This design comes from an exercise in tuning for small area on the open sky130 flow, not from production work. RTL that was checked went through simulation tests only; none was proved equivalent to the original. Function not checked in runs 1 to 4 and 8: the RTL went through the layout flow alone. No driver is modelled on the clock port, so clocking that relies on it looks cheaper here than on a real chip. Power is estimated from default activity; no workload was simulated.

==> flow/run.sh <==
#!/bin/bash
# Own layout flow: the standard synthesis, then the combinational logic re-mapped for
# area (registers untouched, equivalence proven by Yosys), then the standard layout.
set -euo pipefail
W=$PWD
R=$W/orfs/results/${FLOW_PLATFORM:-sky130hd}/Basys3_Abacus_Top/base
bash standard.sh synth > $W/standard_synth.log 2>&1
cp $R/1_2_yosys.v $W/std_netlist.v
if bash flow/reopt.sh $W/std_netlist.v $W/reopt_netlist.v $W/reopt > $W/reopt.log 2>&1 \
   && grep -q "Equivalence successfully proven" $W/reopt/equiv_yosys.log \
   && ! grep -q '\$' $W/reopt/reopt_stat.txt \
   && [[ ! -s $W/reopt/regs.diff ]]; then
  echo "using the re-mapped netlist" >> $W/reopt.log
  cp $W/reopt_netlist.v $R/1_2_yosys.v
  rm -f $R/1_synth.odb $R/1_synth.sdc
else
  echo "keeping the standard netlist" >> $W/reopt.log
fi
if [[ -f flow/cts_args ]]; then
  export CTS_ARGS="$(cat flow/cts_args)"
fi
if [[ -f flow/port_buffer ]]; then
  export BUFFER_PORTS_ARGS="-buffer_cell $(cat flow/port_buffer)"
fi
bash standard.sh finish > $W/standard_finish.log 2>&1
==> flow/area.abc <==
strash
&get -n
&deepsyn -J 100 -S @SEED@
&dch -f
&nf -R 1000
&put
==> flow/cts_args <==
-sink_clustering_enable -repair_clock_nets -buf_list {sky130_fd_sc_hd__clkbuf_4} -dont_use_dummy_load
==> flow/dont_use.txt <==
sky130_fd_sc_hd__lpflow_bleeder_1
sky130_fd_sc_hd__lpflow_clkbufkapwr_1
sky130_fd_sc_hd__lpflow_clkbufkapwr_16
sky130_fd_sc_hd__lpflow_clkbufkapwr_2
sky130_fd_sc_hd__lpflow_clkbufkapwr_4
sky130_fd_sc_hd__lpflow_clkbufkapwr_8
sky130_fd_sc_hd__lpflow_clkinvkapwr_1
sky130_fd_sc_hd__lpflow_clkinvkapwr_16
sky130_fd_sc_hd__lpflow_clkinvkapwr_2
sky130_fd_sc_hd__lpflow_clkinvkapwr_4
sky130_fd_sc_hd__lpflow_clkinvkapwr_8
sky130_fd_sc_hd__lpflow_decapkapwr_12
sky130_fd_sc_hd__lpflow_decapkapwr_3
sky130_fd_sc_hd__lpflow_decapkapwr_4
sky130_fd_sc_hd__lpflow_decapkapwr_6
sky130_fd_sc_hd__lpflow_decapkapwr_8
sky130_fd_sc_hd__lpflow_inputiso0n_1
sky130_fd_sc_hd__lpflow_inputiso0p_1
sky130_fd_sc_hd__lpflow_inputiso1n_1
sky130_fd_sc_hd__lpflow_inputiso1p_1
sky130_fd_sc_hd__lpflow_inputisolatch_1
sky130_fd_sc_hd__lpflow_isobufsrc_1
sky130_fd_sc_hd__lpflow_isobufsrc_16
sky130_fd_sc_hd__lpflow_isobufsrc_2
sky130_fd_sc_hd__lpflow_isobufsrc_4
sky130_fd_sc_hd__lpflow_isobufsrc_8
sky130_fd_sc_hd__lpflow_isobufsrckapwr_16
sky130_fd_sc_hd__lpflow_lsbuf_lh_hl_isowell_tap_1
sky130_fd_sc_hd__lpflow_lsbuf_lh_hl_isowell_tap_2
sky130_fd_sc_hd__lpflow_lsbuf_lh_hl_isowell_tap_4
sky130_fd_sc_hd__lpflow_lsbuf_lh_isowell_4
sky130_fd_sc_hd__lpflow_lsbuf_lh_isowell_tap_1
sky130_fd_sc_hd__lpflow_lsbuf_lh_isowell_tap_2
sky130_fd_sc_hd__lpflow_lsbuf_lh_isowell_tap_4
sky130_fd_sc_hd__probe_p_8
sky130_fd_sc_hd__probec_p_8
==> flow/port_buffer <==
sky130_fd_sc_hd__buf_1
==> flow/reopt.sh <==
#!/bin/bash
# Re-map the combinational logic of the standard synthesis netlist for area.
# Flip-flops are kept as black boxes, so their instance names and cell types stay as
# the standard synthesis made them. ABC runs with a few fixed random seeds and the
# smallest result is kept; Yosys then proves it equal to the standard netlist.
# usage: reopt.sh IN.v OUT.v WORKDIR
set -euo pipefail
IN=$1; OUT=$2; D=$3
HERE=$(cd "$(dirname "$0")" && pwd)
YOSYS=${YOSYS_EXE:-/OpenROAD-flow-scripts/tools/install/yosys/bin/yosys}
LIB=${FLOW_HOME:-/OpenROAD-flow-scripts/flow}/platforms/sky130hd/lib/sky130_fd_sc_hd__tt_025C_1v80.lib
SEEDS=${REOPT_SEEDS:-"0 1 2 3 4 5 6 7"}
JOBS=${NUM_CORES:-4}
mkdir -p $D
SEQ=$(grep -o 'sky130_fd_sc_hd__[a-z0-9_]*' $IN | sort -u | grep -E '__(df|edf|sdf|dl|sdl)' || true)
DONT=""
for c in $(cat $HERE/dont_use.txt); do DONT="$DONT -dont_use $c"; done
run_seed() {
  local s=$1
  sed "s/@SEED@/$s/" ${ABC_SCRIPT:-$HERE/area.abc} > $D/area_$s.abc
  {
    echo "read_liberty -ignore_miss_func $LIB"
    for c in $SEQ; do echo "blackbox $c"; done
    echo "read_verilog $IN"
    echo "hierarchy -top Basys3_Abacus_Top"
    echo "flatten"
    echo "opt -purge"
    echo "abc -script $D/area_$s.abc -liberty $LIB $DONT"
    echo "opt_clean -purge"
    echo "hilomap -singleton -hicell sky130_fd_sc_hd__conb_1 HI -locell sky130_fd_sc_hd__conb_1 LO"
    echo "insbuf -buf sky130_fd_sc_hd__buf_1 A X"
    echo "opt_clean -purge"
    echo "tee -o $D/stat_$s.txt stat -liberty $LIB"
    echo "write_verilog -noattr -nohex -nodec $D/out_$s.v"
  } > $D/reopt_$s.ys
  $YOSYS -s $D/reopt_$s.ys > $D/reopt_yosys_$s.log 2>&1 || true
}
n=0
for s in $SEEDS; do
  run_seed $s &
  n=$((n+1))
  if (( n % JOBS == 0 )); then wait; fi
done
wait
# smallest fully mapped result first
: > $D/ranking.txt
for s in $SEEDS; do
  if [[ -f $D/stat_$s.txt ]] && ! grep -q '\$' $D/stat_$s.txt; then
    echo "$(grep 'Chip area' $D/stat_$s.txt | awk '{print $NF}') $s" >> $D/ranking.txt
  fi
done
sort -g -o $D/ranking.txt $D/ranking.txt
for s in $(awk '{print $2}' $D/ranking.txt); do
  # prove the candidate equal to the standard netlist, register for register
  {
    echo "read_liberty -ignore_miss_func $LIB"
    echo "read_verilog $IN"
    echo "rename Basys3_Abacus_Top gold"
    echo "read_verilog $D/out_$s.v"
    echo "rename Basys3_Abacus_Top gate"
    echo "hierarchy -check"
    echo "rename -hide gold/w:_* gold/c:_* gate/w:_* gate/c:_*"
    echo "flatten gold gate"
    echo "opt_clean"
    echo "equiv_make gold gate equiv"
    echo "hierarchy -top equiv"
    echo "equiv_simple -undef"
    echo "equiv_induct -undef"
    echo "equiv_status -assert"
  } > $D/equiv_$s.ys
  if $YOSYS -s $D/equiv_$s.ys > $D/equiv_yosys_$s.log 2>&1 \
     && grep -q "Equivalence successfully proven" $D/equiv_yosys_$s.log; then
    # the same registers, by name and cell type
    if diff <(grep -E '^\s*sky130_fd_sc_hd__(df|edf|sdf|dl|sdl)' $IN | awk '{print $1, $2}' | sort) \
            <(grep -E '^\s*sky130_fd_sc_hd__(df|edf|sdf|dl|sdl)' $D/out_$s.v | awk '{print $1, $2}' | sort) > $D/regs_$s.diff; then
      cp $D/out_$s.v $OUT
      cp $D/equiv_yosys_$s.log $D/equiv_yosys.log
      cp $D/stat_$s.txt $D/reopt_stat.txt
      : > $D/regs.diff
      echo "chosen seed $s"
      exit 0
    fi
  fi
done
echo "no re-mapped netlist passed"
exit 1
==> standard.sh <==
#!/bin/bash
# synth_recipe.tcl (not shown) runs the flow's synth.tcl, then flattens the netlist and writes it again
# the make line also repeats each setting of config.mk as NAME=value (left out here)
make -C /OpenROAD-flow-scripts/flow DESIGN_CONFIG=/design/flow/config.mk WORK_HOME=/design/flow/orfs CLKGATE_MAP_FILE= SYNTH_SCRIPT=/design/flow/synth_recipe.tcl "${@:-finish}"
==> config.mk <==
export PLATFORM = sky130hd
export DESIGN_NAME = Basys3_Abacus_Top
export DESIGN_NICKNAME = Basys3_Abacus_Top
export VERILOG_FILES = /design/flow/design.v
export SDC_FILE = /design/flow/constraint.sdc
export NUM_CORES = 4
export LEC_CHECK = 0
export ABC_AREA = 1
export CAP_MARGIN = 20
export CORE_MARGIN = 2
export CORE_UTILIZATION = 70
export PLACE_DENSITY = 0.8
export SLEW_MARGIN = 20
==> constraint.sdc <==
create_clock -name core_clock -period 10.0 [get_ports {clk}]
set_input_delay 2.0000 -clock core_clock [delete_from_list [all_inputs] [get_ports {clk}]]
set_output_delay 2.0000 -clock core_clock [all_outputs]
set_load 0.01 [all_outputs]
==> design.v <==
`timescale 1ns / 1ps
module Basys3_Abacus_Top(
    input clk,
    input rst,
    input btnC,
    input btnR,
    input btnU,
    input [15:0] sw,
    output [6:0] seg,
    output dp,
    output [3:0] an,
    output [15:0] led
);
reg [4:0] c;
reg [6:0] u;
always @(posedge clk) begin
    if (rst) c <= 5'd0;
    else c <= c + 5'd1;
end
always @(posedge clk) begin
    if (rst) u <= 7'd0;
    else if (c[2:0] == 3'd7) u <= (u == 7'd124) ? 7'd0 : u + 7'd1;
end
wire slow_tick = (c == 5'd16);    
wire deb_new   = (c == 5'd17);    
wire set_pulse = (c == 5'd18);    
wire sec_tick  = (u == 7'd62) && (c[2:0] == 3'd4);
reg [1:0] qc, qr, qu;
reg qc3, qr3, qu3;
always @(posedge clk) begin
    if (rst) begin
        qc <= 2'd0; qr <= 2'd0; qu <= 2'd0;
    end else if (slow_tick) begin
        qc <= {qc[0], btnC};
        qr <= {qr[0], btnR};
        qu <= {qu[0], btnU};
    end
end
always @(posedge clk) begin
    if (slow_tick) begin
        qc3 <= qc[1]; qr3 <= qr[1]; qu3 <= qu[1];
    end
end
wire degC = qc[1] & ~qc3;
wire degR = qr[1] & ~qr3;
wire degU = qu[1] & ~qu3;
wire set_time_mode = sw[1] & ~sw[0];
reg sel;
always @(posedge clk) begin
    if (rst) sel <= 1'b0;
    else if (degR & deb_new) sel <= ~sel;
end
wire sel_prev = sel ^ degR;
wire set_minutes = set_pulse & degU & sel_prev;
wire set_hours   = set_pulse & degU & ~sel_prev;
reg [5:0] sec, mn;
reg [4:0] hr;
reg sec_roll, mn_roll, mn_prev, hr_prev;
always @(posedge clk) begin
    if (rst) begin
        sec <= 6'd0; sec_roll <= 1'b0;
    end else if (sec_tick) begin
        if (sec == 6'd59) begin sec <= 6'd0; sec_roll <= 1'b1; end
        else begin sec <= sec + 6'd1; sec_roll <= 1'b0; end
    end
end
wire mn_inc = set_time_mode ? set_minutes : sec_roll;
wire mn_tick = mn_inc & ~mn_prev;
always @(posedge clk) mn_prev <= mn_inc;
always @(posedge clk) begin
    if (rst) begin
        mn <= 6'd0; mn_roll <= 1'b0;
    end else begin
        if (mn_tick) begin
            if (mn == 6'd59) begin mn <= 6'd0; mn_roll <= 1'b1; end
            else begin mn <= mn + 6'd1; mn_roll <= 1'b0; end
        end
    end
end
wire hr_inc = set_time_mode ? set_hours : mn_roll;
wire hr_tick = hr_inc & ~hr_prev;
always @(posedge clk) hr_prev <= hr_inc;
always @(posedge clk) begin
    if (rst) begin
        hr <= 5'd0;
    end else begin
        if (hr_tick) hr <= (hr == 5'd23) ? 5'd0 : hr + 5'd1;
    end
end
assign led = {16{(mn == sw[9:4]) && ({1'b0, hr} == sw[15:10])}};
reg run;
always @(posedge clk) begin
    if (rst) run <= 1'b0;
    else if (degC & deb_new) run <= ~run;
end
wire sw_en = ~sw[1] & sw[0] & run;
reg [2:0] dcnt;
reg dtmp, dq;
always @(posedge clk) begin
    if (rst) begin
        dcnt <= 3'd0; dtmp <= 1'b0;
    end else begin
        if (sw_en) begin
            if (dcnt == 3'd4) begin dcnt <= 3'd0; dtmp <= ~dtmp; end
            else dcnt <= dcnt + 3'd1;
        end
    end
end
always @(posedge clk) dq <= dtmp;
wire ms_tick = dtmp & ~dq;
reg [6:0] ms, ss;
reg ms_roll, ss_prev;
always @(posedge clk) begin
    if (rst || degR) begin
        ms <= 7'd0; ms_roll <= 1'b0;
    end else if (ms_tick) begin
        if (ms == 7'd99) begin ms <= 7'd0; ms_roll <= 1'b1; end
        else begin ms <= ms + 7'd1; ms_roll <= 1'b0; end
    end
end
always @(posedge clk) begin
    ss_prev <= ms_roll;
end
wire ss_tick = ms_roll & ~ss_prev;
always @(posedge clk) begin
    if (rst || degR) ss <= 7'd0;
    else if (ss_tick) ss <= (ss == 7'd99) ? 7'd0 : ss + 7'd1;
end
wire [1:0] s = c[3:2];
reg [6:0] v;
always @(*) begin
    case (sw[1:0])
        2'b01: v = s[1] ? ss : ms;
        2'b11: v = 7'd0;
        default: v = btnC ? (s[1] ? 7'd0 : {1'b0, sec}) : (s[1] ? {2'b0, hr} : {1'b0, mn});
    endcase
end
wire [3:0] tens = v / 7'd10;
wire [3:0] ones = v % 7'd10;
reg [3:0] digit;
always @(posedge clk) begin
    if (rst) digit <= 4'd0;
    else digit <= s[0] ? tens : ones;
end
wire [6:0] a_to_g;
assign a_to_g[0] = (digit[0] & ~digit[1] & ~digit[2] & ~digit[3]) | (~digit[0] & ~digit[1] & digit[2]);
assign a_to_g[1] = (digit[0] & ~digit[1] & digit[2]) | (~digit[0] & digit[1] & digit[2]);
assign a_to_g[2] = (~digit[0] & digit[1] & ~digit[2]);
assign a_to_g[3] = (digit[0] & ~digit[1] & ~digit[2] & ~digit[3]) | (~digit[0] & ~digit[1] & digit[2]) | (digit[0] & digit[1] & digit[2]);
assign a_to_g[4] = (digit[0]) | (~digit[1] & digit[2]);
assign a_to_g[5] = (digit[0] & ~digit[2] & ~digit[3]) | (digit[1] & ~digit[2]) | (digit[0] & digit[1]);
assign a_to_g[6] = (~digit[1] & ~digit[2] & ~digit[3]) | (digit[0] & digit[1] & digit[2]);
assign seg = a_to_g;
assign dp = 1'b1;
assign an = ~(4'b0001 << s);
endmodule
==> flow_metrics.py, run 1 <==
metrics = {
    "cells_and_area": {
        "area_growth_pct": 8.660,
        "diodes": 0,
        "nNetsFinal": 429,
        "drive_gt1_frac": 0.02709,
        "fin_cells": 458,
    },
    "placement": {
        "finalWeightedCongestion": 0.8280,
        "io_buffer_count": 45,
        "hpwlAfterDp_um": 4716,
        "dp_cells": 449,
    },
    "global_route": {
        "use_met1": 0.3330,
        "grt_pass1_wl_um": 10650,
        "antenna_found_initial": 0,
        "grt.busiest_layer": "met2",
        "grt-ovfl-total": 0,
        "met3_usage": 0.04040,
        "grt_pass1_vias": 2498,
        "grt_max_degree": 33,
        "grt.total_usage": 0.2674,
        "use_met2": 0.4644,
    },
    "floorplan": {
        "die_x_um": 70.46,
        "ios": 49,
        "rows": 24,
        "dieArea_mm2": 0.004965,
        "coreArea_mm2": 0.004294,
        "die_height_um": 70.46,
        "start_util": 0.7200,
    },
    "drt": {
        "routed_wl_um": 6204,
        "antenna_left": 0,
        "via_per_inst": 5.974,
        "drt-pass1-iter-count": 5,
        "vias": 2736,
        "wl_per_cell_um": 13.55,
        "drc": 0,
        "first_iter_violations": 171,
    },
    "power": {
        "powerDensity_mw_per_mm2": 125.2,
        "leakage_nw": 1.229,
        "ir_drop_uv": 103.8,
    },
    "synthesis": {
        "syn-instance-count": 367,
        "syn-mean-instance-area_um2": 8.424,
        "synth_nets": 388,
        "synth_area_mm2": 0.003092,
        "ys_warn_count": 1,
    },
    "clock_network": {
        "postCtsResizedCells": 0,
        "clkTransAtPathRegs_ns": 0.11,
        "htreeDepth": 3,
        "clkSinkCount": 69,
        "tritoncts": "built",
        "clock-root-buffer": "clkbuf_4",
        "holdBufCountCts": 0,
        "cts_setup_buffers": 0,
        "numCtsBuffers": 9,
        "clock_latency_ns": 0.40,
        "clock_path_buffers": 2,
    },
    "setup_path": {
        "cp_num_buf_inv": 2,
        "critPathLaunchType": "primary input",
        "cp_top_family": "compound AO/OA/AOI/OAI gates",
        "ff2ff_setup_slack_ns": 6.21,
        "critical_path.cell_chain": "buf_1, xor2_1, a2111oi_0, nand4_1, a2111oi_4, buf_1",
        "arrival_ns": 3.61,
        "path_max_fanout": 16,
        "r2r.worst_path.cells": 14,
        "crit_required_ns": 8.00,
        "max_stage_delay_ns": 0.57,
        "worst_path_most_repeated_cell": "buf_1",
        "cp-end-kind": "output pin",
        "crit_slowest_cell": "a2111oi_4",
        "path_depth": 6,
        "crit_end": "led[2]",
        "path_class": "primary input to output pin",
        "timing.rr.end": "digit[2]",
        "startpoint": "sw[10]",
        "r2r-start": "c[3]",
    },
    "timing": {
        "setup_tns_ns": 0,
        "setup_viol": 0,
        "period_share": 0.5607,
        "fin_worst_skew_ns": 0.03439,
        "fmax_mhz": 178.4,
        "tightest_slew_ns": 0.8823,
        "slew-limit-headroom": 0.4063,
        "rsz0062_at_grt": "no",
        "finalHoldViolCount": 0,
        "slew_violations": 0,
        "min_period_ns": 5.607,
    },
    "run_status": {
        "outcome": "no timing/DRC/antenna violations",
    },
    "run": {
        "timing.max_cap.violations": 0,
    },
    "min_path": {
        "hold_class": "flip-flop to flip-flop",
    },
}
## area by class of cell
type	count	area, um^2
multi-input cells	265	1575
well taps	52	65.06
inverters	17	63.81
clock buffers	9	67.56
fillers	322	934.6
flip-flops and latches	69	1411
repair buffers	46	176.4
## cell usage in the layout, fill, tap and decap left out, types with 9 or more instances in the layout
cell type	count
a21oi_1	35
and3_1	17
buf_1	45
clkbuf_4	9
clkinv_1	17
dfxtp_1	66
nand2_1	22
nand2b_1	10
nor2_1	41
nor3_1	29
## power by group
part / switching [mW] / leakage, nW / total [mW] / internal [mW]
registers: 0.00257 / 0.556 / 0.280 / 0.277
logic: 0.0107 / 0.632 / 0.0169 / 0.00626
clock network: 0.0820 / 0.0414 / 0.124 / 0.0419
total: 0.0952 / 1.23 / 0.421 / 0.325
## state kept, by name, indices dropped and copies added, names as in the netlist, 2 cells and up
name and cells:
mn 6, qu 2, dcnt 3, sec 6, u 7, hr 5, qc 2, qr 2
digit 4, c 5, ms 7, ss 7
## per-stage QoR
stage                     hold WS [ns]  power [mW]  utilization  instance area [um^2]  setup WS, ns
after CTS                       0.3858      0.4208       0.7794                  3347         4.098
after global routing            0.3975      0.4340       0.7823                  3359         4.204
after detailed placement        0.3694      0.3028       0.7637                  3279         4.112
after floorplan                 0.3599      0.2945            -                  3092         3.088
after global placement          0.3659      0.3022       0.7637                  3279         4.192
final                           0.3872      0.4207       0.7823                  3359         4.393
## worst min-delay path by stage
| stage | slack, ns | to | startpoint | cells after the start |
|---|---|---|---|---|
| after floorplan | 0.36 | dq | dtmp | 0 |
| after global placement | 0.37 | dq | dtmp | 0 |
| after detailed placement | 0.37 | dq | dtmp | 0 |
| after CTS | 0.39 | dq | dtmp | 0 |
| after global routing | 0.40 | dq | dtmp | 0 |
| final | 0.39 | dq | dtmp | 0 |
## per-layer routing
| metal | routed length, um | part of all wire | vias up |
|---|---|---|---|
| met5 | 0 | 0 | - |
| met3 | 189 | 0.030 | 10 |
| met4 | 108 | 0.017 | 0 |
| li1 | - | - | 1406 |
| met1 | 2791 | 0.45 | 1274 |
| met2 | 3114 | 0.50 | 46 |
## worst reg2reg max path: cells and delay by family (launching register included)
family | cells | cell delay, ns
XOR/XNOR | 1 | 0.26
AO/OA/AOI/OAI | 5 | 0.99
AND/OR/NAND/NOR | 8 | 1.89
flip-flops | 1 | 0.57
==> run 2: changes to the inputs <==
--- a/config.mk
+++ b/config.mk
@@ -9,5 +9,5 @@
 export CAP_MARGIN = 20
 export CORE_MARGIN = 2
-export CORE_UTILIZATION = 70
-export PLACE_DENSITY = 0.8
+export CORE_UTILIZATION = 85
+export PLACE_DENSITY = 0.92
 export SLEW_MARGIN = 20
==> run 2 against run 1 <==
The run now fails in 3_1_place_gp_skip_io. Synthesized area is the same. Synthesized cell count unchanged.
==> flow_metrics.py, run 2 <==
metrics = {
    "run_status": {
        "stop_stage": "3_1_place_gp_skip_io",
        "outcome": "aborted with a tool error",
        "toolErrorMsg": "[ERROR GPL-0301] Utilization 103.780 % exceeds 100%.",
    },
    "synthesis": {
        "ys_warn_count": 1,
        "synth_nets": 388,
        "synth_area_mm2": 0.003092,
        "syn-mean-instance-area_um2": 8.424,
        "syn-instance-count": 367,
    },
    "floorplan": {
        "die_height_um": 64.31,
        "die_x_um": 64.31,
        "start_util": 0.9051,
        "rows": 21,
    },
}
==> run 3: changes to the inputs <==
--- a/design.v
+++ b/design.v
@@ -19,11 +19,11 @@
 end
 always @(posedge clk) begin
-    if (rst) u <= 7'd0;
-    else if (c[2:0] == 3'd7) u <= (u == 7'd124) ? 7'd0 : u + 7'd1;
+    if (rst) u <= 7'b0000001;
+    else if (c[2:0] == 3'd7) u <= (u == 7'b1110000) ? 7'b0000001 : {u[5:0], u[6] ^ u[5]};
 end
 wire slow_tick = (c == 5'd16);    
 wire deb_new   = (c == 5'd17);    
 wire set_pulse = (c == 5'd18);    
-wire sec_tick  = (u == 7'd62) && (c[2:0] == 3'd4);
+wire sec_tick  = (u == 7'b1000100) && (c[2:0] == 3'd4);    
 reg [1:0] qc, qr, qu;
 reg qc3, qr3, qu3;
--- a/config.mk
+++ b/config.mk
@@ -9,5 +9,5 @@
 export CAP_MARGIN = 20
 export CORE_MARGIN = 2
-export CORE_UTILIZATION = 85
-export PLACE_DENSITY = 0.92
+export CORE_UTILIZATION = 70
+export PLACE_DENSITY = 0.8
 export SLEW_MARGIN = 20
==> run 3 against run 2 <==
The run now finishes clean. Synthesized cell count is 1.6% lower. Synthesized area is 0.49% lower.
==> flow_metrics.py, run 3 <==
metrics = {
    "global_route": {
        "antenna_found_initial": 0,
        "grt.total_usage": 0.2919,
        "grt_max_degree": 32,
        "grt_pass1_wl_um": 11480,
        "grt_pass1_vias": 2641,
        "grt-ovfl-total": 0,
    },
    "min_path": {
        "hp-start": "dtmp",
        "min_delay_path_depth": 0,
        "hold_end": "dq",
        "hold_class": "flip-flop to flip-flop",
    },
    "clock_network": {
        "clkSinkCount": 69,
        "postCtsResizedCells": 0,
        "cts_setup_buffers": 0,
        "clock-root-buffer": "clkbuf_4",
        "clock_path_buffers": 2,
        "numCtsBuffers": 9,
        "clock_latency_ns": 0.41,
        "clkTransAtPathRegs_ns": 0.07,
        "holdBufCountCts": 0,
        "tritoncts": "built",
        "htreeDepth": 3,
    },
    "floorplan": {
        "coreArea_mm2": 0.004294,
        "rows": 24,
        "die_height_um": 70.30,
        "dieArea_mm2": 0.004941,
        "ios": 49,
        "die_x_um": 70.30,
        "start_util": 0.7165,
    },
    "drt": {
        "antenna_left": 0,
        "drc": 0,
        "first_iter_violations": 178,
        "vias": 2787,
        "via_per_inst": 6.152,
        "routed_wl_um": 6545,
        "wl_per_cell_um": 14.45,
        "drt-pass1-iter-count": 5,
    },
    "setup_path": {
        "r2r-start": "c[3]",
        "ff2ff_setup_slack_ns": 6.67,
        "path_class": "primary input to output pin",
        "r2r.worst_path.cells": 11,
        "startpoint": "sw[4]",
        "cp-end-kind": "output pin",
        "crit_required_ns": 8.00,
        "path_max_fanout": 9,
        "timing.rr.end": "digit[0]",
        "critPathLaunchType": "primary input",
        "arrival_ns": 3.70,
    },
    "cells_and_area": {
        "drive_gt1_frac": 0.02993,
        "fin_cells": 453,
        "diodes": 0,
        "nFillCells": 331,
        "reg_top3": "ms: 7 flops, ss: 7 flops, u: 7 flops",
        "area_growth_pct": 8.459,
        "layout_common_cells": "66 x dfxtp_1, 45 x buf_1, 44 x nor2_1",
        "nNetsFinal": 424,
        "layout_commonest_cell": "dfxtp_1",
    },
    "timing": {
        "finalHoldViolCount": 0,
        "slew_violations": 0,
        "slew-limit-headroom": 0.4333,
        "tightest_slew_ns": 0.8422,
        "setup_tns_ns": 0,
        "fin_worst_skew_ns": 0.02806,
        "rsz0062_at_grt": "no",
        "min_period_ns": 5.699,
        "setup_viol": 0,
        "fmax_mhz": 175.5,
        "postLayoutSetupSlackWorst_ns": 4.301,
        "period_share": 0.5699,
    },
    "power": {
        "ir_drop_uv": 103.1,
        "leakage_nw": 1.196,
        "powerDensity_mw_per_mm2": 126.5,
    },
    "synthesis": {
        "syn-mean-instance-area_um2": 8.523,
        "synth_nets": 382,
        "synth_area_mm2": 0.003077,
        "ys_warn_count": 1,
        "syn-instance-count": 361,
    },
    "placement": {
        "preCtsSetupSlack_ns": 4.204,
        "finalWeightedCongestion": 0.8174,
        "io_buffer_count": 45,
        "hpwlAfterDp_um": 4852,
        "dp_cells": 443,
    },
    "run": {
        "timing.max_cap.violations": 0,
    },
    "run_status": {
        "outcome": "no timing/DRC/antenna violations",
    },
}
## run 3: worst max path at each step
stage / endpoint / slack (ns) / depth (start not counted)
2_1_floorplan: led[10] / 3.96 / 5
3_3_place_gp: led[11] / 4.31 / 6
3_5_place_dp: led[14] / 4.20 / 6
4_1_cts: led[14] / 4.20 / 6
5_1_grt: led[5] / 4.17 / 7
6_report: led[13] / 4.30 / 7
## run 3: layout make-up
type / count / area (um^2) / share of cell area
clock buffer: 9 / 67.56 / 0.02025
tap: 52 / 65.06 / 0.01950
sequential: 69 / 1411 / 0.4229
inverter: 14 / 52.55 / 0.01575
multi-input combinational: 262 / 1559 / 0.4672
timing repair buffer: 47 / 181.4 / 0.05437
## run 3: critical path, stage by stage
cell       delay [ns]
buf_1            0.08
o2bb2ai_1        0.11
a2111oi_0        0.40
nand3_1          0.14
nor4_2           0.50
clkbuf_2         0.29
buf_1            0.17
## run 3: report_power, final
part | switching [mW] | total, mW | internal, mW
Combinational | 0.0126 | 0.0191 | 0.00650
Clock | 0.0818 | 0.124 | 0.0418
Sequential | 0.00211 | 0.279 | 0.277
Total | 0.0965 | 0.422 | 0.326
## run 3: routing by layer
layer	up-vias	share of wire	track usage
met2	85	0.47	0.4403
met5	-	0	0
met1	1293	0.45	0.3901
li1	1395	-	-
met4	0	0.020	0.1581
met3	14	0.057	0.06205
## run 3: stage by stage
| stage | hold WS [ns] | power, mW | instance area [um^2] | utilization |
|---|---|---|---|---|
| global route | 0.3963 | 0.4402 | 3337 | 0.7771 |
| global placement | 0.3650 | 0.3040 | 3264 | 0.7602 |
| detailed placement | 0.3679 | 0.3046 | 3264 | 0.7602 |
| floorplan | 0.3587 | 0.2955 | 3077 | - |
| finish | 0.3764 | 0.4221 | 3337 | 0.7771 |
| CTS | 0.3778 | 0.4239 | 3332 | 0.7759 |
==> run 4: changes to the inputs <==
--- a/config.mk
+++ b/config.mk
@@ -9,5 +9,5 @@
 export CAP_MARGIN = 20
 export CORE_MARGIN = 2
-export CORE_UTILIZATION = 70
-export PLACE_DENSITY = 0.8
+export CORE_UTILIZATION = 75
+export PLACE_DENSITY = 0.95
 export SLEW_MARGIN = 20
==> run 4 against run 3 <==
Via count increased by 3.4%. Sequential cell count is the same. Count of clock-buffer cells in the layout unchanged. Final area barely moved. Highest routed layer unchanged. Clock power barely moved. Critical path type unchanged. Largest cell class unchanged. Final cell count fell by 0.66%.
==> flow_metrics.py, run 4 <==
metrics = {
    "run_status": {
        "outcome": "no timing/DRC/antenna violations",
    },
    "timing": {
        "fmax_mhz": 177.6,
        "setup_tns_ns": 0,
        "fin_worst_skew_ns": 0.01403,
        "setup_viol": 0,
        "rsz0062_at_grt": "no",
        "tightest_slew_ns": 0.9146,
        "finalHoldViolCount": 0,
        "period_share": 0.5632,
        "slew_violations": 0,
        "hold_ws_ns": 0.3766,
        "slew-limit-headroom": 0.3846,
        "min_period_ns": 5.632,
    },
    "setup_path": {
        "r2r-start": "c[3]",
        "path_max_fanout": 16,
        "path_class": "primary input to output pin",
        "crit_slowest_cell": "a2111oi_0",
        "startpoint": "sw[4]",
        "max_stage_delay_ns": 0.50,
        "critPathLaunchType": "primary input",
        "r2r.worst_path.cells": 11,
        "worst_path_most_repeated_cell": "buf_1",
        "cp_num_buf_inv": 2,
        "critical_path.cell_chain": "buf_1, o2bb2ai_1, a2111oi_0, nand3_1, nor4_4, buf_1",
        "timing.rr.end": "digit[0]",
        "arrival_ns": 3.63,
        "crit_required_ns": 8.00,
        "ff2ff_setup_slack_ns": 6.64,
        "cp_top_family": "simple AND/OR/NAND/NOR gates",
        "path_depth": 6,
        "crit_end": "led[0]",
        "cp-end-kind": "output pin",
    },
    "floorplan": {
        "ios": 49,
        "coreArea_mm2": 0.003971,
        "die_height_um": 68.05,
        "die_x_um": 68.05,
        "dieArea_mm2": 0.004631,
        "start_util": 0.7747,
        "rows": 23,
    },
    "drt": {
        "drt-pass1-iter-count": 5,
        "wl_per_cell_um": 15.64,
        "antenna_left": 0,
        "first_iter_violations": 382,
        "vias": 2881,
        "via_per_inst": 6.402,
        "routed_wl_um": 7036,
        "drc": 0,
    },
    "clock_network": {
        "clkSinkCount": 69,
        "cts_setup_buffers": 0,
        "numCtsBuffers": 9,
        "htreeDepth": 3,
        "postCtsResizedCells": 0,
        "clkTransAtPathRegs_ns": 0.09,
        "clock_path_buffers": 2,
        "clock_latency_ns": 0.42,
        "clock-root-buffer": "clkbuf_4",
        "tritoncts": "built",
        "holdBufCountCts": 0,
    },
    "power": {
        "ir_drop_uv": 95.32,
        "leakage_nw": 1.195,
        "powerDensity_mw_per_mm2": 127.2,
    },
    "synthesis": {
        "synth_area_mm2": 0.003077,
        "syn-mean-instance-area_um2": 8.523,
        "ys_warn_count": 1,
        "syn-instance-count": 361,
        "synth_nets": 382,
    },
    "min_path": {
        "min_delay_path_depth": 0,
        "hold_class": "flip-flop to flip-flop",
    },
    "global_route": {
        "grt_max_degree": 32,
        "grt.busiest_layer": "met2",
        "met3_usage": 0.08388,
        "use_met2": 0.5194,
        "grt-ovfl-total": 0,
        "antenna_found_initial": 0,
        "grt_pass1_vias": 2518,
        "grt.total_usage": 0.3226,
        "grt_pass1_wl_um": 10970,
        "use_met1": 0.4029,
    },
    "cells_and_area": {
        "fin_cells": 450,
        "reg_top3": "ms: 7 flops, ss: 7 flops, u: 7 flops",
        "drive_gt1_frac": 0.02750,
        "nNetsFinal": 423,
        "layout_commonest_cell": "dfxtp_1",
        "diodes": 0,
        "layout_common_cells": "66 x dfxtp_1, 45 x buf_1, 44 x nor2_1",
        "area_growth_pct": 8.499,
    },
    "placement": {
        "hpwlAfterDp_um": 5160,
        "finalWeightedCongestion": 0.9057,
        "dp_cells": 441,
        "io_buffer_count": 45,
    },
    "run": {
        "timing.max_cap.violations": 0,
    },
}
-- run 4: cell types whose count changed in the layout (fill, tap and decap cells not counted), sizes merged --
cell	delta
clkbuf	-1
-- run 4: stage by stage --
step	setup WS [ns]	util	power (mW)	area [um^2]
after floorplan	3.959	-	0.2955	3077
after global placement	4.273	0.8214	0.3039	3262
after detailed placement	4.261	0.8214	0.3047	3262
after CTS	4.244	0.8384	0.4232	3329
after global routing	4.212	0.8406	0.4393	3338
final	4.368	0.8406	0.4246	3338
-- run 4: area by class of cell --
type                            instances  area [um^2]
Inverter                               14        52.55
Timing Repair Buffer                   46        176.4
Clock buffer                            9        67.56
Sequential cell                        69         1411
Fill cell                             254        633.1
Multi-Input combinational cell        262         1568
Tap cell                               50        62.56
-- run 4: worst min path at each step --
stage	from	to	slack [ns]
2_1_floorplan	dtmp	dq	0.36
3_3_place_gp	dtmp	dq	0.36
3_5_place_dp	dtmp	dq	0.37
4_1_cts	dtmp	dq	0.38
5_1_grt	dtmp	dq	0.39
6_report	dtmp	dq	0.38
-- run 4: power breakdown --
group / total, mW / switching [mW] / internal, mW
registers: 0.279 / 0.00214 / 0.277
logic: 0.0198 / 0.0133 / 0.00653
clock network: 0.125 / 0.0837 / 0.0417
-- run 4: routing by layer --
metal / share of wire / up-vias
met1: 0.42 / 1325
met5: 0 / -
met4: 0.021 / 0
li1: - / 1395
met2: 0.47 / 139
met3: 0.080 / 22
-- run 4: worst reg2reg max path, stage by stage (launching register included) --
cell	delay (ns)
dfxtp_1	0.43
nor3_1	0.62
a22oi_1	0.30
nor2_1	0.24
nor2_1	0.07
a41oi_1	0.26
nand2_1	0.14
nor2_1	0.19
o22ai_1	0.15
clkinv_1	0.10
a31oi_1	0.06
a2111oi_0	0.65
==> run 5: changes to the inputs <==
--- a/design.v
+++ b/design.v
@@ -96,17 +96,15 @@
 wire sw_en = ~sw[1] & sw[0] & run;
 reg [2:0] dcnt;
-reg dtmp, dq;
+reg dtmp;
 always @(posedge clk) begin
     if (rst) begin
         dcnt <= 3'd0; dtmp <= 1'b0;
-    end else begin
-        if (sw_en) begin
-            if (dcnt == 3'd4) begin dcnt <= 3'd0; dtmp <= ~dtmp; end
-            else dcnt <= dcnt + 3'd1;
-        end
-    end
+    end else if (sw_en) begin
+        if (dcnt == 3'd7) dcnt <= 3'd1;
+        else if (dcnt == 3'd4) begin dcnt <= dtmp ? 3'd0 : 3'd7; dtmp <= ~dtmp; end
+        else dcnt <= dcnt + 3'd1;
+    end else if (dcnt == 3'd7) dcnt <= 3'd0;
 end
-always @(posedge clk) dq <= dtmp;
-wire ms_tick = dtmp & ~dq;
+wire ms_tick = (dcnt == 3'd7);
 reg [6:0] ms, ss;
 reg ms_roll, ss_prev;
==> run 5 against run 4 <==
Core utilization about the same. Critical endpoint is now led[10]. Via count down 3.0%. Largest cell class unchanged. Clock power about the same. Worst setup slack better by 0.043 ns. Critical path depth unchanged. First-iteration DRC count down 56%. Still clean on timing, DRC and antenna. Synthesized area about the same. Hold slack better by 0.012 ns. Clock skew up 0.011 ns. Critical path type unchanged.
==> flow_metrics.py, run 5 <==
metrics = {
    "synthesis": {
        "syn-mean-instance-area_um2": 8.296,
        "ys_warn_count": 1,
        "syn-instance-count": 371,
        "synth_nets": 392,
        "synth_area_mm2": 0.003078,
    },
    "timing": {
        "period_share": 0.5588,
        "setup_tns_ns": 0,
        "finalHoldViolCount": 0,
        "min_period_ns": 5.588,
        "slew-limit-headroom": 0.4436,
        "postLayoutSetupSlackWorst_ns": 4.412,
        "fmax_mhz": 179.0,
        "fin_worst_skew_ns": 0.02502,
        "rsz0062_at_grt": "no",
        "setup_viol": 0,
        "slew_violations": 0,
        "tightest_slew_ns": 0.8269,
    },
    "floorplan": {
        "coreArea_mm2": 0.003971,
        "die_height_um": 68.06,
        "ios": 49,
        "rows": 23,
        "start_util": 0.7750,
        "dieArea_mm2": 0.004632,
        "die_x_um": 68.06,
    },
    "global_route": {
        "met3_usage": 0.1003,
        "grt_pass1_vias": 2392,
        "grt_pass1_wl_um": 10380,
        "grt_max_degree": 30,
        "grt-ovfl-total": 0,
        "grt.total_usage": 0.3055,
        "use_met2": 0.5267,
        "antenna_found_initial": 0,
        "use_met1": 0.3446,
        "grt.busiest_layer": "met2",
    },
    "min_path": {
        "hold_class": "flip-flop to flip-flop",
    },
    "drt": {
        "drc": 0,
        "via_per_inst": 6.078,
        "vias": 2796,
        "first_iter_violations": 168,
        "antenna_left": 0,
        "wl_per_cell_um": 14.14,
        "drt-pass1-iter-count": 4,
        "routed_wl_um": 6505,
    },
    "setup_path": {
        "path_max_fanout": 16,
        "cp-end-kind": "output pin",
        "path_class": "primary input to output pin",
        "worst_path_most_repeated_cell": "buf_1",
        "max_stage_delay_ns": 0.53,
        "critPathLaunchType": "primary input",
        "arrival_ns": 3.59,
        "crit_required_ns": 8.00,
        "crit_slowest_cell": "nor4_4",
        "critical_path.cell_chain": "buf_1, xor2_1, a2111oi_0, nand3_1, nor4_4, buf_1",
    },
    "placement": {
        "finalWeightedCongestion": 0.7995,
        "preCtsSetupSlack_ns": 4.193,
        "dp_cells": 451,
        "io_buffer_count": 45,
        "hpwlAfterDp_um": 4764,
    },
    "clock_network": {
        "numCtsBuffers": 9,
        "clkSinkCount": 68,
        "clock-root-buffer": "clkbuf_4",
        "holdBufCountCts": 0,
        "clock_path_buffers": 2,
        "cts_setup_buffers": 0,
        "clkTransAtPathRegs_ns": 0.10,
        "htreeDepth": 3,
        "postCtsResizedCells": 0,
        "clock_latency_ns": 0.41,
        "tritoncts": "built",
    },
    "cells_and_area": {
        "diodes": 0,
        "area_growth_pct": 8.496,
        "nFillCells": 272,
        "fin_util": 0.8409,
        "layout_common_cells": "65 x dfxtp_1, 47 x nor2_1, 45 x buf_1",
        "drive_gt1_frac": 0.02683,
        "nNetsFinal": 433,
        "layout_commonest_cell": "dfxtp_1",
        "reg_top3": "ms: 7 flops, ss: 7 flops, u: 7 flops",
        "fin_cells": 460,
    },
    "power": {
        "powerDensity_mw_per_mm2": 124.8,
        "ir_drop_uv": 91.44,
        "leakage_nw": 1.191,
    },
    "run": {
        "timing.max_cap.violations": 0,
    },
    "run_status": {
        "outcome": "no timing/DRC/antenna violations",
    },
}
-- run 5: final cells by class --
type | count | area (um^2) | area share
clock buffers | 9 | 67.56 | 0.02023
inverters | 15 | 56.30 | 0.01686
multi-input cells | 272 | 1585 | 0.4747
flip-flops and latches | 68 | 1391 | 0.4166
well taps | 50 | 62.56 | 0.01873
repair buffers | 46 | 176.4 | 0.05283
-- run 5: metal layers --
metal / routed length (um) / vias up
met4: 151 / 0
met3: 545 / 19
met5: 0 / -
met1: 2710 / 1263
li1: - / 1406
met2: 3098 / 108
-- run 5: path summary, 6_finish.rpt --
| check | depth (start not counted) | start | slack (ns) | endpoint |
|---|---|---|---|---|
| setup / recovery | 6 | sw[10] | 4.41 | led[10] |
| hold / removal | 0 | ms_roll | 0.39 | ss_prev |
| setup reg to reg | 18 | c[3] | 6.13 | digit[2] |
| hold reg to reg | 0 | ms_roll | 0.39 | ss_prev |
-- run 5: worst max-delay path: cells and delay by family --
kind | cells | cell delay [ns]
simple gates | 2 | 0.73
compound gates | 1 | 0.43
buf+inv | 2 | 0.30
xor+xnor | 1 | 0.13
-- run 5: where the power goes --
| group | switching, mW | internal (mW) | total [mW] |
|---|---|---|---|
| combinational | 0.0111 | 0.00596 | 0.0171 |
| clock | 0.0823 | 0.0418 | 0.124 |
| sequential | 0.00245 | 0.273 | 0.276 |
-- run 5: per-stage QoR --
step | hold WS [ns] | area (um^2) | power [mW]
2_1_floorplan | 0.3602 | 3078 | 0.2903
3_3_place_gp | 0.3718 | 3263 | 0.2974
3_5_place_dp | 0.3772 | 3263 | 0.2982
4_1_cts | 0.3908 | 3331 | 0.4150
5_1_grt | 0.3986 | 3339 | 0.4285
6_report | 0.3886 | 3339 | 0.4167
==> run 6: changes to the inputs <==
--- a/design.v
+++ b/design.v
@@ -108,17 +108,13 @@
 wire ms_tick = (dcnt == 3'd7);
 reg [6:0] ms, ss;
-reg ms_roll, ss_prev;
+reg ss_tick;
 always @(posedge clk) begin
     if (rst || degR) begin
-        ms <= 7'd0; ms_roll <= 1'b0;
-    end else if (ms_tick) begin
-        if (ms == 7'd99) begin ms <= 7'd0; ms_roll <= 1'b1; end
-        else begin ms <= ms + 7'd1; ms_roll <= 1'b0; end
+        ms <= 7'd0; ss_tick <= 1'b0;
+    end else begin
+        ss_tick <= ms_tick && (ms == 7'd99);
+        if (ms_tick) ms <= (ms == 7'd99) ? 7'd0 : ms + 7'd1;
     end
 end
-always @(posedge clk) begin
-    ss_prev <= ms_roll;
-end
-wire ss_tick = ms_roll & ~ss_prev;
 always @(posedge clk) begin
     if (rst || degR) ss <= 7'd0;
==> run 6 against run 5 <==
Still clean on timing, DRC and antenna. Synthesized area decreased by 0.89%. Die area decreased by 0.84%. First-iteration DRC count increased by 35%. Sequential power about the same. Count of clock-buffer cells in the layout unchanged. Final area decreased by 0.82%. Hold slack improved by 0.061 ns. Critical path depth unchanged. Clock power about the same. Critical endpoint is now led[3]. Largest power group unchanged.
==> flow_metrics.py, run 6 <==
metrics = {
    "run_status": {
        "outcome": "no timing/DRC/antenna violations",
    },
    "cells_and_area": {
        "multi_input_area_mm2": 0.001585,
        "nNetsFinal": 425,
        "reg_top3": "ms: 7 flops, ss: 7 flops, u: 7 flops",
        "nFillCells": 254,
        "area_growth_pct": 8.573,
        "diodes": 0,
        "layout_commonest_cell": "dfxtp_1",
        "drive_gt1_frac": 0.02736,
        "seqCellArea_mm2": 0.001371,
        "fin_cells": 452,
        "layout_common_cells": "64 x dfxtp_1, 46 x nor2_1, 45 x buf_1",
    },
    "power": {
        "total_power_mw": 0.4343,
        "p_comb_frac": 0.075,
        "power_switching_mw": 0.1085,
        "powerDensity_mw_per_mm2": 131.1,
        "switching_share": 0.2498,
        "ir_drop_uv": 118.2,
        "p_clk_frac": 0.284,
        "p_int_mw": 0.3258,
        "leakage_nw": 1.221,
        "p_seq_frac": 0.641,
    },
    "timing": {
        "slew-limit-headroom": 0.4248,
        "tightest_slew_ns": 0.8549,
        "min_period_ns": 5.418,
        "fin_worst_skew_ns": 0.03473,
        "setup_viol": 0,
        "period_share": 0.5418,
        "setup_tns_ns": 0,
        "rsz0062_at_grt": "no",
        "fmax_mhz": 184.6,
        "finalHoldViolCount": 0,
        "slew_violations": 0,
    },
    "floorplan": {
        "die_height_um": 67.78,
        "dieArea_mm2": 0.004593,
        "ios": 49,
        "coreArea_mm2": 0.003943,
        "die_x_um": 67.78,
        "start_util": 0.7737,
        "rows": 23,
    },
    "drt": {
        "wl_per_cell_um": 15.20,
        "routed_wl_um": 6870,
        "drt-pass1-iter-count": 5,
        "drc": 0,
        "vias": 2798,
        "first_iter_violations": 227,
        "via_per_inst": 6.190,
        "antenna_left": 0,
    },
    "min_path": {
        "min_delay_path_depth": 1,
        "hp-start": "run",
        "hold_end": "run",
        "hold_class": "flip-flop to flip-flop",
    },
    "global_route": {
        "antenna_found_initial": 0,
        "grt_pass1_wl_um": 10620,
        "grt-ovfl-total": 0,
        "grt.total_usage": 0.3112,
        "grt_max_degree": 33,
        "grt_pass1_vias": 2411,
    },
    "placement": {
        "finalWeightedCongestion": 0.8903,
        "hpwlAfterDp_um": 4978,
        "io_buffer_count": 45,
        "dp_cells": 443,
    },
    "synthesis": {
        "syn-instance-count": 363,
        "synth_area_mm2": 0.003050,
        "syn-mean-instance-area_um2": 8.403,
        "ys_warn_count": 1,
        "synth_nets": 384,
    },
    "clock_network": {
        "holdBufCountCts": 0,
        "postCtsResizedCells": 0,
        "tritoncts": "built",
        "cts_setup_buffers": 0,
        "htreeDepth": 3,
        "clkTransAtPathRegs_ns": 0.09,
        "clkSinkCount": 67,
        "clock-root-buffer": "clkbuf_4",
        "clock_path_buffers": 2,
        "clock_latency_ns": 0.42,
        "numCtsBuffers": 9,
    },
    "run": {
        "timing.max_cap.violations": 0,
    },
    "setup_path": {
        "startpoint": "sw[5]",
        "r2r.worst_path.cells": 12,
        "ff2ff_setup_slack_ns": 6.70,
        "timing.rr.end": "digit[2]",
        "crit_required_ns": 8.00,
        "arrival_ns": 3.42,
        "cp-end-kind": "output pin",
        "path_class": "primary input to output pin",
        "path_max_fanout": 16,
        "r2r-start": "c[3]",
        "critPathLaunchType": "primary input",
    },
}
## run 6: power by group through the flow
stage | combinational, mW | clock, mW | sequential, mW
detailed placement | 0.0318 | 0 | 0.285
finish | 0.0324 | 0.123 | 0.279
CTS | 0.0320 | 0.122 | 0.278
global route | 0.0357 | 0.133 | 0.280
global placement | 0.0307 | 0 | 0.284
floorplan | 0.0202 | 0 | 0.283
## run 6: area by class of cell
cell class              instances  share of cell area
clock buffers                   9             0.02040
flip-flops and latches         67              0.4141
repair buffers                 46             0.05327
well taps                      50             0.01889
multi-input cells             267              0.4787
inverters                      13             0.01473
## run 6: layer usage
| metal | track usage | wire length, um |
|---|---|---|
| met5 | 0 | 0 |
| met4 | 0.1300 | 120 |
| met3 | 0.06333 | 404 |
| met2 | 0.5392 | 3516 |
| met1 | 0.3745 | 2828 |
## run 6: worst max-delay path: stages
cell     delay [ns]
buf_1          0.08
xor2_1         0.16
nor4_1         0.31
nand3_1        0.17
nor4_4         0.48
buf_1          0.22
## run 6: worst max path at each step
stage	to	slack, ns	cells after the start
after global routing	led[7]	4.36	6
after detailed placement	led[3]	4.36	6
final	led[3]	4.58	6
after CTS	led[3]	4.36	6
after global placement	led[9]	4.46	6
after floorplan	led[10]	4.04	5
## run 6: per-stage QoR
| stage | hold WS (ns) | util | setup slack (ns) | cell area [um^2] |
|---|---|---|---|---|
| after floorplan | 0.4197 | - | 4.041 | 3050 |
| after global placement | 0.4300 | 0.8207 | 4.459 | 3236 |
| after detailed placement | 0.4392 | 0.8207 | 4.362 | 3236 |
| after global routing | 0.4891 | 0.8401 | 4.358 | 3312 |
| final | 0.4500 | 0.8401 | 4.582 | 3312 |
| after CTS | 0.4520 | 0.8378 | 4.363 | 3303 |
==> run 7: changes to the inputs <==
--- a/flow/run.sh
+++ b/flow/run.sh
@@ -20,4 +20,7 @@
   export CTS_ARGS="$(cat flow/cts_args)"
 fi
+if [[ -f flow/post_cts.tcl ]]; then
+  export POST_CTS_TCL="$W/flow/post_cts.tcl"
+fi
 if [[ -f flow/port_buffer ]]; then
   export BUFFER_PORTS_ARGS="-buffer_cell $(cat flow/port_buffer)"
==> flow/post_cts.tcl (new file) <==
proc upsize_slow_clock_buffers {limit_ns big} {
  estimate_parasitics -placement
  set changed 0
  foreach inst [get_cells clkbuf_*] {
    set mx 0
    foreach opin [get_pins -of_objects $inst -filter "direction==output"] {
      set net [get_nets -of_objects $opin]
      foreach p [get_pins -of_objects $net -filter "direction==input"] {
        set s [get_property $p slew_max]
        if {$s > $mx} { set mx $s }
      }
    }
    if {$mx > $limit_ns && [get_property $inst ref_name] ne $big} {
      puts "upsizing [get_full_name $inst] (clock slew [format %.3f $mx] ns) to $big"
      replace_cell $inst $big
      incr changed
    }
  }
  if {$changed > 0} {
    detailed_placement
    estimate_parasitics -placement
  }
  return $changed
}
set lim 0.095
if {[info exists ::env(CLK_SLEW_TARGET_NS)]} { set lim $::env(CLK_SLEW_TARGET_NS) }
upsize_slow_clock_buffers $lim sky130_fd_sc_hd__clkbuf_8
--- a/flow/reopt.sh
+++ b/flow/reopt.sh
@@ -10,5 +10,5 @@
 YOSYS=${YOSYS_EXE:-/OpenROAD-flow-scripts/tools/install/yosys/bin/yosys}
 LIB=${FLOW_HOME:-/OpenROAD-flow-scripts/flow}/platforms/sky130hd/lib/sky130_fd_sc_hd__tt_025C_1v80.lib
-SEEDS=${REOPT_SEEDS:-"0 1 2 3 4 5 6 7"}
+SEEDS=${REOPT_SEEDS:-"0 1 2 3 4 5 6 7 8 9 10 11 12 13 14 15"}
 JOBS=${NUM_CORES:-4}
 mkdir -p $D
==> run 7 against run 6 <==
Clock skew down 0.013 ns. Final cell count unchanged. Maximum frequency rose by 0.15%. Sequential cell count unchanged. Worst setup slack better by 0.0082 ns. Still clean. Final area rose by 0.38%. Critical path type unchanged. Register-to-register slack better by 0.07 ns. Routed wire length increased by 0.17%. First-iteration DRC count down 22%. Power grew 1.9%.
==> flow_metrics.py, run 7 <==
metrics = {
    "run_status": {
        "outcome": "no timing/DRC/antenna violations",
    },
    "power": {
        "ir_drop_uv": 127.0,
        "p_int_mw": 0.3348,
        "switching_share": 0.2433,
        "p_clk_frac": 0.297,
        "powerDensity_mw_per_mm2": 133.1,
        "total_power_mw": 0.4425,
        "p_seq_frac": 0.630,
        "leakage_nw": 1.227,
        "power_switching_mw": 0.1077,
        "p_comb_frac": 0.073,
    },
    "cells_and_area": {
        "layout_common_cells": "64 x dfxtp_1, 46 x nor2_1, 45 x buf_1",
        "drive_gt1_frac": 0.02736,
        "nNetsFinal": 425,
        "fin_cells": 452,
        "reg_top3": "ms: 7 flops, ss: 7 flops, u: 7 flops",
        "area_growth_pct": 8.983,
        "layout_commonest_cell": "dfxtp_1",
        "diodes": 0,
    },
    "setup_path": {
        "path_class": "primary input to output pin",
        "crit_required_ns": 8.00,
        "arrival_ns": 3.41,
        "critPathLaunchType": "primary input",
        "path_max_fanout": 16,
        "cp-end-kind": "output pin",
    },
    "global_route": {
        "grt_pass1_wl_um": 10670,
        "grt-ovfl-total": 0,
        "grt_pass1_vias": 2427,
        "antenna_found_initial": 0,
        "grt_max_degree": 33,
        "grt.total_usage": 0.3129,
    },
    "floorplan": {
        "die_x_um": 67.78,
        "start_util": 0.7737,
        "die_height_um": 67.78,
        "dieArea_mm2": 0.004593,
        "ios": 49,
        "coreArea_mm2": 0.003943,
        "rows": 23,
    },
    "clock_network": {
        "clock_latency_ns": 0.34,
        "clkTransAtPathRegs_ns": 0.09,
        "clkSinkCount": 67,
        "tritoncts": "built",
    },
    "placement": {
        "finalWeightedCongestion": 0.8903,
        "hpwlAfterDp_um": 4978,
        "io_buffer_count": 45,
        "dp_cells": 443,
    },
    "synthesis": {
        "synth_area_mm2": 0.003050,
        "ys_warn_count": 1,
        "synth_nets": 384,
        "syn-mean-instance-area_um2": 8.403,
        "syn-instance-count": 363,
    },
    "min_path": {
        "hold_class": "flip-flop to flip-flop",
    },
    "timing": {
        "min_period_ns": 5.410,
        "fin_worst_skew_ns": 0.02140,
        "finalHoldViolCount": 0,
        "fmax_mhz": 184.9,
        "rsz0062_at_grt": "no",
        "slew_violations": 0,
        "tightest_slew_ns": 0.8569,
        "setup_tns_ns": 0,
        "slew-limit-headroom": 0.4235,
        "period_share": 0.5410,
        "setup_viol": 0,
    },
    "drt": {
        "routed_wl_um": 6882,
        "drc": 0,
        "antenna_left": 0,
        "via_per_inst": 6.235,
        "drt-pass1-iter-count": 6,
        "first_iter_violations": 178,
        "vias": 2818,
        "wl_per_cell_um": 15.23,
    },
    "run": {
        "timing.max_cap.violations": 0,
    },
}
-- run 7: worst max-delay path, stage by stage --
cell and delay (ns):
buf_1 0.08, xor2_1 0.14, nor4_1 0.31, nand3_1 0.16
nor4_4 0.49, buf_1 0.22
-- run 7: per-layer routing --
layer	share of wire	vias up	track usage	wire length [um]
met1	0.41	1329	0.3713	2840
met4	0.021	0	0.1375	143
met2	0.51	97	0.5453	3526
met5	0	-	0	0
li1	-	1377	-	-
met3	0.054	15	0.06333	371
-- run 7: final cells by class --
class / instances / area (um^2)
clock buffer: 9 / 80.08
inverter: 13 / 48.80
sequential: 67 / 1371
fill: 249 / 618.1
tap: 50 / 62.56
multi-input combinational: 267 / 1585
timing repair buffer: 46 / 176.4
-- run 7: per-stage QoR --
stage               hold WS [ns]  cell area, um^2  setup WS, ns    util
finish                    0.4500             3324         4.590  0.8432
global route              0.4792             3324         4.358  0.8432
detailed placement        0.4392             3236         4.362  0.8207
global placement          0.4300             3236         4.459  0.8207
floorplan                 0.4197             3050         4.041       -
-- run 7: final timing paths --
kind	start	end	slack, ns	depth (start not counted)
setup / recovery	sw[7]	led[3]	4.59	6
hold / removal	run	run	0.45	1
setup reg to reg	c[3]	digit[2]	6.77	12
hold reg to reg	run	run	0.45	1
-- run 7: power by group through the flow --
stage	Sequential [mW]	Combinational, mW	Clock, mW
6_report	0.279	0.0324	0.132
5_1_grt	0.280	0.0357	0.143
3_5_place_dp	0.285	0.0318	0
3_3_place_gp	0.284	0.0307	0
2_1_floorplan	0.283	0.0202	0
==> run 8: changes to the inputs <==
--- a/design.v
+++ b/design.v
@@ -39,8 +39,9 @@
 always @(posedge clk) begin
     if (slow_tick) begin
-        qc3 <= qc[1]; qr3 <= qr[1]; qu3 <= qu[1];
+        qr3 <= qr[1]; qu3 <= qu[1];
     end
 end
-wire degC = qc[1] & ~qc3;
+always @(posedge clk) qc3 <= qc[1];
+wire degC = qc[1] & ~qc3;    
 wire degR = qr[1] & ~qr3;
 wire degU = qu[1] & ~qu3;
==> run 8 against run 7 <==
Sequential power fell by 3%. Critical path depth did not move. Synthesized cell count is 2.2% higher. Global-route usage up 2.0 points. Final area decreased by 0.41%. Routed wire length is 5.5% higher. First-iteration DRC count increased by 93%. Count of clock-buffer cells in the layout unchanged. Power decreased by 3.7%. Core utilization decreased by 0.35 points. Critical path type unchanged. Critical endpoint is now led[1]. Largest cell class unchanged.
==> flow_metrics.py, run 8 <==
metrics = {
    "run_status": {
        "outcome": "no timing/DRC/antenna violations",
    },
    "timing": {
        "slew-limit-headroom": 0.2803,
        "rsz0062_at_grt": "no",
        "setup_viol": 0,
        "tightest_slew_ns": 1.070,
        "setup_tns_ns": 0,
        "slew_violations": 0,
        "fin_worst_skew_ns": 0.02318,
        "period_share": 0.5565,
        "min_period_ns": 5.565,
        "postLayoutSetupSlackWorst_ns": 4.435,
        "finalHoldViolCount": 0,
        "fmax_mhz": 179.7,
    },
    "global_route": {
        "grt.total_usage": 0.3333,
        "grt_pass1_vias": 2425,
        "antenna_found_initial": 0,
        "grt_max_degree": 32,
        "grt_pass1_wl_um": 11140,
        "grt-ovfl-total": 0,
    },
    "placement": {
        "finalWeightedCongestion": 0.8029,
        "hpwlAfterDp_um": 5151,
        "preCtsSetupSlack_ns": 4.224,
        "io_buffer_count": 45,
    },
    "synthesis": {
        "synth_nets": 392,
        "ys_warn_count": 1,
        "syn-mean-instance-area_um2": 8.168,
        "synth_area_mm2": 0.003030,
        "syn-instance-count": 371,
    },
    "power": {
        "powerDensity_mw_per_mm2": 128.7,
        "total_power_mw": 0.4261,
        "leakage_nw": 1.153,
        "ir_drop_uv": 118.8,
    },
    "cells_and_area": {
        "area_growth_pct": 9.249,
        "multi_input_area_mm2": 0.001549,
        "diodes": 0,
        "layout_common_cells": "65 x dfxtp_1, 51 x nor2_1, 45 x buf_1",
        "nNetsFinal": 433,
        "layout_commonest_cell": "dfxtp_1",
        "seqCellArea_mm2": 0.001361,
        "nFillCells": 250,
        "reg_top3": "ms: 7 flops, ss: 7 flops, u: 7 flops",
        "drive_gt1_frac": 0.02683,
    },
    "drt": {
        "antenna_left": 0,
        "wl_per_cell_um": 15.78,
        "drt-pass1-iter-count": 5,
        "routed_wl_um": 7258,
        "first_iter_violations": 344,
        "vias": 2933,
        "via_per_inst": 6.376,
        "drc": 0,
    },
    "setup_path": {
        "arrival_ns": 3.56,
        "cp_top_family": "simple AND/OR/NAND/NOR gates",
        "cp_num_buf_inv": 3,
        "critPathLaunchType": "primary input",
        "r2r-start": "c[3]",
        "path_max_fanout": 16,
        "crit_required_ns": 8.00,
        "cp-end-kind": "output pin",
        "worst_path_most_repeated_cell": "buf_1",
        "path_class": "primary input to output pin",
        "startpoint": "sw[7]",
        "crit_slowest_cell": "nor4_4",
        "max_stage_delay_ns": 0.55,
        "critical_path.cell_chain": "buf_1, clkinv_1, a222oi_1, nand3_1, nor4_4, buf_1",
    },
    "floorplan": {
        "ios": 49,
        "dieArea_mm2": 0.004565,
        "coreArea_mm2": 0.003943,
        "die_x_um": 67.57,
        "start_util": 0.7686,
        "rows": 23,
        "die_height_um": 67.57,
    },
    "clock_network": {
        "clock_latency_ns": 0.34,
        "tritoncts": "built",
        "clkTransAtPathRegs_ns": 0.07,
        "clkSinkCount": 67,
    },
    "min_path": {
        "hp-start": "qc[1]",
        "hold_class": "flip-flop to flip-flop",
    },
    "run": {
        "timing.max_cap.violations": 0,
    },
}
[run 8: stage by stage]
| stage | utilization | hold WS, ns | std cells | instance area [um^2] |
|---|---|---|---|---|
| after global placement | 0.8156 | 0.3630 | 451 | 3216 |
| after detailed placement | 0.8156 | 0.3710 | 451 | 3216 |
| after global routing | 0.8397 | 0.3989 | 460 | 3311 |
| final | 0.8397 | 0.3880 | 460 | 3311 |
| after floorplan | - | 0.3509 | 371 | 3030 |
[run 8: path summary, 6_finish.rpt]
check / to / slack, ns / cells past startpoint
max: led[1] / 4.44 / 6
min: qc3 / 0.39 / 0
max reg2reg: digit[2] / 6.88 / 11
min reg2reg: qc3 / 0.39 / 0
[run 8: layout make-up]
cell class,count,share of cell area
multi-input combinational,268,0.4679
inverter,20,0.02268
clock buffer,9,0.02608
tap,50,0.01890
timing repair buffer,46,0.05329
sequential,67,0.4112
[run 8: routing by layer]
layer  track usage  part of all wire
met5             0                 0
met4        0.1735             0.027
met3       0.07333             0.055
met2        0.5650              0.51
met1        0.3928              0.41
[run 8: worst reg2reg max path: cells and delay by family (launching register included)]
family,cells,cell delay (ns)
simple gates,5,1.20
xor+xnor,2,0.34
compound gates,3,0.59
flops,1,0.57
mux,1,0.31
[run 8: power by group]
group | internal (mW) | switching, mW | leakage (nW)
registers | 0.269 | 0.00187 | 0.538
logic | 0.00587 | 0.0118 | 0.566
clock network | 0.0550 | 0.0829 | 0.0492
total | 0.330 | 0.0965 | 1.15
==> run 9: changes to the inputs <==
--- a/design.v
+++ b/design.v
@@ -50,9 +50,8 @@
 always @(posedge clk) begin
     if (rst) sel <= 1'b0;
-    else if (degR & deb_new) sel <= ~sel;
+    else if (degR & set_pulse) sel <= ~sel;
 end
-wire sel_prev = sel ^ degR;
-wire set_minutes = set_pulse & degU & sel_prev;
-wire set_hours   = set_pulse & degU & ~sel_prev;
+wire set_minutes = set_pulse & degU & sel;
+wire set_hours   = set_pulse & degU & ~sel;
 reg [5:0] sec, mn;
 reg [4:0] hr;
==> run 9 against run 8 <==
Via count fell by 1.6%. Sequential share of layout area barely moved. Hold slack got worse by 0.012 ns. Register-to-register slack got worse by 0.06 ns.
==> flow_metrics.py, run 9 <==
metrics = {
    "drt": {
        "drt-pass1-iter-count": 5,
        "routed_wl_um": 6982,
        "via_per_inst": 6.371,
        "vias": 2886,
        "antenna_left": 0,
        "drc": 0,
        "first_iter_violations": 347,
        "wl_per_cell_um": 15.41,
    },
    "clock_network": {
        "clkSinkCount": 67,
        "clock_latency_ns": 0.36,
        "tritoncts": "built",
        "clkTransAtPathRegs_ns": 0.06,
    },
    "power": {
        "powerDensity_mw_per_mm2": 130.4,
        "leakage_nw": 1.173,
        "ir_drop_uv": 137.3,
        "total_power_mw": 0.4322,
    },
    "synthesis": {
        "synth_area_mm2": 0.003028,
        "ys_warn_count": 1,
        "synth_nets": 385,
        "syn-instance-count": 364,
        "syn-mean-instance-area_um2": 8.318,
    },
    "placement": {
        "io_buffer_count": 45,
        "dp_cells": 444,
        "finalWeightedCongestion": 0.9315,
        "hpwlAfterDp_um": 4951,
    },
    "timing": {
        "fin_worst_skew_ns": 0.02576,
        "tightest_slew_ns": 0.9179,
        "slew_violations": 0,
        "setup_viol": 0,
        "setup_tns_ns": 0,
        "rsz0062_at_grt": "no",
        "min_period_ns": 5.631,
        "fmax_mhz": 177.6,
        "slew-limit-headroom": 0.3824,
        "period_share": 0.5631,
        "finalHoldViolCount": 0,
    },
    "setup_path": {
        "path_max_fanout": 16,
        "crit_required_ns": 8.00,
        "critPathLaunchType": "primary input",
        "cp-end-kind": "output pin",
        "path_class": "primary input to output pin",
        "r2r.worst_path.cells": 12,
        "timing.rr.end": "digit[3]",
        "arrival_ns": 3.63,
        "r2r-start": "c[3]",
        "ff2ff_setup_slack_ns": 6.82,
    },
    "cells_and_area": {
        "nNetsFinal": 426,
        "layout_common_cells": "65 x dfxtp_1, 47 x nor2_1, 45 x buf_1",
        "reg_top3": "ms: 7 flops, ss: 7 flops, u: 7 flops",
        "diodes": 0,
        "area_growth_pct": 9.463,
        "drive_gt1_frac": 0.02730,
        "nFillCells": 223,
        "fin_cells": 453,
        "layout_commonest_cell": "dfxtp_1",
    },
    "global_route": {
        "grt-ovfl-total": 0,
        "antenna_found_initial": 0,
        "grt_pass1_wl_um": 10890,
        "grt.total_usage": 0.3249,
        "grt_max_degree": 32,
        "grt_pass1_vias": 2552,
    },
    "min_path": {
        "hold_end": "qc3",
        "hold_class": "flip-flop to flip-flop",
        "min_delay_path_depth": 0,
        "hp-start": "qc[1]",
    },
    "floorplan": {
        "ios": 49,
        "rows": 23,
        "dieArea_mm2": 0.004562,
        "start_util": 0.7680,
        "coreArea_mm2": 0.003943,
        "die_height_um": 67.54,
        "die_x_um": 67.54,
    },
    "run_status": {
        "outcome": "no timing/DRC/antenna violations",
    },
    "run": {
        "timing.max_cap.violations": 0,
    },
}
-- run 9: how the worst max path moves through the flow --
| stage | startpoint | end | slack [ns] | cells after the start |
|---|---|---|---|---|
| final | sw[8] | led[14] | 4.37 | 7 |
| after floorplan | sw[8] | led[10] | 3.94 | 6 |
| after global routing | sw[8] | led[14] | 4.26 | 7 |
| after detailed placement | sw[8] | led[14] | 4.18 | 7 |
| after global placement | sw[8] | led[6] | 4.35 | 7 |
-- run 9: area by class of cell --
type                    count  area (um^2)  area share
repair buffers             46        176.4     0.05323
flip-flops and latches     67         1361      0.4107
inverters                  17        63.81     0.01925
multi-input cells         264         1558      0.4700
clock buffers               9        92.59     0.02794
well taps                  50        62.56     0.01888
-- run 9: worst max-delay path, cell delays in order --
cell,delay [ns]
buf_1,0.07
clkinv_1,0.08
a22o_1,0.20
nor4_1,0.26
o2111ai_1,0.24
nor4_4,0.53
buf_1,0.25
-- run 9: power breakdown --
part	leakage [nW]	internal (mW)	total, mW	switching (mW)
clock	0.0518	0.0591	0.144	0.0849
combinational	0.581	0.00564	0.0177	0.0121
sequential	0.540	0.269	0.270	0.00165
total	1.17	0.333	0.432	0.0987
-- run 9: layer usage --
metal,vias up,part of all wire,routed length [um],track usage
li1,1383,-,-,-
met1,1324,0.41,2885,0.3898
met2,151,0.47,3315,0.5172
met3,28,0.080,558,0.09667
met4,0,0.032,223,0.1837
met5,-,0,0,0
-- run 9: per-stage QoR --
stage / util / hold WS, ns / instance area (um^2) / worst slack (ns)
6_report: 0.8407 / 0.3764 / 3314 / 4.369
2_1_floorplan: - / 0.3507 / 3028 / 3.938
5_1_grt: 0.8407 / 0.3935 / 3314 / 4.265
3_3_place_gp: 0.8150 / 0.3607 / 3213 / 4.348
3_5_place_dp: 0.8150 / 0.3675 / 3213 / 4.185

-- what the ideal ports hide --
In the flow no input, the clock included, has a driving cell. The finished layouts below were timed again as built, in two steps.
Step 1 sets driving cells, clkbuf_16 on the clock port and buf_2 on the other inputs (assumed; they add their load-dependent delay and slew).
Step 2, shift: input delay + t, output delay - t, t = (earliest + latest rising clock arrival at the registers) / 2. This alone moves slack from input paths to output paths.
a / b / c = ideal / step 1 / step 2; a / b = the first two.
run	t (ns)	setup slack, ns	hold slack, ns	pins driven straight from the clock port
run 1	0.403	4.393 / 4.373 / 4.373	0.387 / 0.387 / 0.387	1
run 3	0.422	4.301 / 4.275 / 4.275	0.376 / 0.376 / 0.376	1
run 4	0.441	4.368 / 4.348 / 4.348	0.377 / 0.377 / 0.377	1
run 5	0.423	4.412 / 4.386 / 4.386	0.389 / 0.389 / 0.389	1
run 6	0.430	4.582 / 4.562 / 4.562	0.450 / 0.450 / 0.450	1
run 7	0.354	4.590 / 4.571 / 4.571	0.450 / 0.450 / 0.450	1
run 8	0.358	4.435 / 4.399 / 4.399	0.388 / 0.388 / 0.388	1
run 9	0.371	4.369 / 4.341 / 4.341	0.376 / 0.376 / 0.376	1
After both steps every run listed still meets setup and hold. For run 8, which loses most, drivers alone change the setup slack by -0.036 ns; drivers and shift together by -0.036 ns.
